Source: an optimization exercise on an open RTL-to-GDS flow (aim: small area and a short achievable clock period). Production flows keep margins and buffers that such runs may drop.
Only simulation tests tie the RTL to the original design; equivalence was not proved.

==> v20 <==
// MAC
module MAC(A,B,out,clk,reset);
  input [15:0] A,B;
  input clk,reset;
  output [35:0] out;
  reg [35:0] x;
  reg [35:0] y;
  wire [35:0] acc = out;
  wire [35:0] nx, ny;
  reg cr;    
  wire ncr;
  wire na0, nb0;
  INV uia0 (A[0], na0);
  INV uib0 (B[0], nb0);
  wire na1, nb1;
  INV uia1 (A[1], na1);
  INV uib1 (B[1], nb1);
  wire na2, nb2;
  INV uia2 (A[2], na2);
  INV uib2 (B[2], nb2);
  wire na3, nb3;
  INV uia3 (A[3], na3);
  INV uib3 (B[3], nb3);
  wire na4, nb4;
  INV uia4 (A[4], na4);
  INV uib4 (B[4], nb4);
  wire na5, nb5;
  INV uia5 (A[5], na5);
  INV uib5 (B[5], nb5);
  wire na6, nb6;
  INV uia6 (A[6], na6);
  INV uib6 (B[6], nb6);
  wire na7, nb7;
  INV uia7 (A[7], na7);
  INV uib7 (B[7], nb7);
  wire na8, nb8;
  INV uia8 (A[8], na8);
  INV uib8 (B[8], nb8);
  wire na9, nb9;
  INV uia9 (A[9], na9);
  INV uib9 (B[9], nb9);
  wire na10, nb10;
  INV uia10 (A[10], na10);
  INV uib10 (B[10], nb10);
  wire na11, nb11;
  INV uia11 (A[11], na11);
  INV uib11 (B[11], nb11);
  wire na12, nb12;
  INV uia12 (A[12], na12);
  INV uib12 (B[12], nb12);
  wire na13, nb13;
  INV uia13 (A[13], na13);
  INV uib13 (B[13], nb13);
  wire na14, nb14;
  INV uia14 (A[14], na14);
  INV uib14 (B[14], nb14);
  wire na15, nb15;
  INV uia15 (A[15], na15);
  INV uib15 (B[15], nb15);
  wire pp_0_0 = ~(na0 | nb0);
  wire pp_0_1 = ~(na0 | nb1);
  wire pp_0_2 = ~(na0 | nb2);
  ...
==> flow/config.mk <==
export PLATFORM = sky130hd
export DESIGN_NAME = MAC
export DESIGN_NICKNAME = MAC
export VERILOG_FILES = /design/flow/design.v
export SDC_FILE = /design/flow/constraint.sdc
export NUM_CORES = 4
export LEC_CHECK = 0
export CAP_MARGIN = 20
export CORE_MARGIN = 2
export CORE_UTILIZATION = 75
export PLACE_DENSITY = 0.9
export SLEW_MARGIN = 20
export SYNTH_HIERARCHICAL = 1
==> flow/constraint.sdc <==
create_clock -name core_clock -period 18.0 [get_ports {clk}]
set_input_delay 3.6000 -clock core_clock [delete_from_list [all_inputs] [get_ports {clk}]]
set_output_delay 3.6000 -clock core_clock [all_outputs]
set_load 0.01 [all_outputs]
standard.sh (not shown) runs the stock make flow with config.mk's settings and CLKGATE_MAP_FILE= SYNTH_SCRIPT=/design/flow/synth_recipe.tcl, a recipe that flattens the netlist after the stock synthesis.
==> flow/flow/run.sh <==
#!/bin/bash
# The standard layout (standard.sh: standard synthesis and ORFS flow, SDC unchanged),
# with a hook after repair_design that sizes the port buffers and the operand inverters
# (hooks.tcl); knobs.sh holds the cell choices. make's output goes to make_flow.log, each
# ORFS step's log to orfs/logs/.
set -euo pipefail
HERE=$(cd "$(dirname "$0")" && pwd)
source "$HERE/knobs.sh"
export PORT_BUF_IN PORT_BUF_OUT OPND_INV DOWNSIZE HOOK_MARGIN
EXTRA=()
if [[ -n "${CTS_ARGS_K:-}" ]]; then EXTRA+=("CTS_ARGS=$CTS_ARGS_K"); fi
bash standard.sh BUFFER_PORTS_ARGS="-buffer_cell $PORT_BUF_IN" POST_RESIZE_TCL="$HERE/hooks.tcl" SETUP_SLACK_MARGIN=$MARGIN ${EXTRA[@]+"${EXTRA[@]}"} finish > make_flow.log 2>&1
==> flow/flow/knobs.sh <==
PORT_BUF_IN=sky130_fd_sc_hd__buf_1
PORT_BUF_OUT=sky130_fd_sc_hd__buf_2
OPND_INV=sky130_fd_sc_hd__inv_4
MARGIN=0
DOWNSIZE=0
HOOK_MARGIN=0
CTS_ARGS_K="-sink_clustering_enable -repair_clock_nets -dont_use_dummy_load -buf_list sky130_fd_sc_hd__clkbuf_8"
Other scripts of this flow, unchanged in this note and not shown: flow/flow/hooks.tcl
==> v13 (differences from v20) <==
==> flow/flow/knobs.sh (replaced) <==
PORT_BUF_IN=sky130_fd_sc_hd__buf_1
PORT_BUF_OUT=sky130_fd_sc_hd__buf_2
OPND_INV=sky130_fd_sc_hd__inv_4
MARGIN=0
DOWNSIZE=1
HOOK_MARGIN=0
CTS_ARGS_K="-sink_clustering_enable -repair_clock_nets -dont_use_dummy_load -buf_list sky130_fd_sc_hd__clkbuf_8"
- CORE_UTILIZATION: 75 -> 60
- PLACE_DENSITY: 0.9 -> 0.8
==> v32 (differences from v20) <==
==> flow/flow/knobs.sh (replaced) <==
PORT_BUF_IN=sky130_fd_sc_hd__buf_1
PORT_BUF_OUT=sky130_fd_sc_hd__buf_2
OPND_INV=sky130_fd_sc_hd__inv_4
MARGIN=0
DOWNSIZE=0
HOOK_MARGIN=11.6
CTS_ARGS_K=""
- CORE_UTILIZATION: 75 -> 40
- PLACE_DENSITY: 0.9 -> unset
==> comparison <==
The lowest global-route usage belongs to v32, the highest to v20. In sequential cell count, v13 and v32 do not differ. Maximum frequency, lowest first: v20, v32, v13. Sequential share of layout area, highest first: v13, v20, v32. First-iteration DRC count, lowest first: v32, v13, v20. In synthesized area, v20 and v13 do not differ. Clock skew: v13 is higher than v32 (21 ps). Synthesized cell count is the same in v32 and v13. In v13 the non-clock buffer count is lower than in v32, by 46.
==> figures <==
Status: v13 finished clean; v20 finished clean; v32 finished clean
Clock network contribution to total cell area: v13 1.31%; v20 1.29%; v32 2.62%
Setup crit start kind: v13 primary input; v20 flip-flop; v32 flip-flop
Overall die width: v13 132 microns; v20 119 microns; v32 161 microns
Post-Place Worst Slack: v13 10,910 ps; v20 11,030 ps; v32 11,050 ps
Rows: v13 46; v20 41; v32 57
Worst-skew pair later-pin latency: v13 360 ps; v20 370 ps; v32 360 ps
Sequential share of cell area: v13 16.7%; v20 16.5%; v32 14.6%
Endpoint type of the worst setup path: v13 flip-flop; v20 primary output; v32 primary output
Final Hold Slack: v13 458 ps; v20 471 ps; v32 462 ps
Required time reported for the critical path endpoint: v13 18,220 ps; v20 14,400 ps; v32 14,400 ps
Period utilisation layout: v13 36.8%; v20 37.9%; v32 37.6%
Number of DRC markers in iteration 0: v13 476; v20 770; v32 426
Routability congestion estimate from global placement: v13 0.876; v20 0.909; v32 0.841
Initial core utilization: v13 61.8%; v20 77.4%; v32 40.6%
Crit Path Class: v13 in2reg; v20 reg2out; v32 reg2out
Count of inserted tapcells: v13 216; v20 172; v32 324

afterwards: timing with drivers on the ports:
The flow's constraints put no driver on any port. The routed layouts listed below were extracted and timed again, unchanged, in two steps. Step 1, drivers: a clkbuf_16 drives clk and a buf_2 each remaining input, both assumed. Step 2 times the ports against the registers' clock, not the clock port: input delays grow and output delays shrink by t, the midpoint of the rising clock arrivals with the driver on. Slacks: ideal / step 1 / step 2; pairs: ideal / step 1.
| run | t (ns) | slack for setup (ns) | worst setup path at the end |
|---|---|---|---|
| v20 | 0.393 | 11.172 / 11.138 / 10.969 | input to register |
| v13 | 0.386 | 11.371 / 11.345 / 11.003 | input to register |
| v32 | 0.397 | 11.230 / 11.184 / 11.043 | input to register |
After both steps setup and hold are still met in every run listed. The setup slack of v13, which loses most, moves by -0.026 ns with the drivers and by -0.368 ns with both steps.
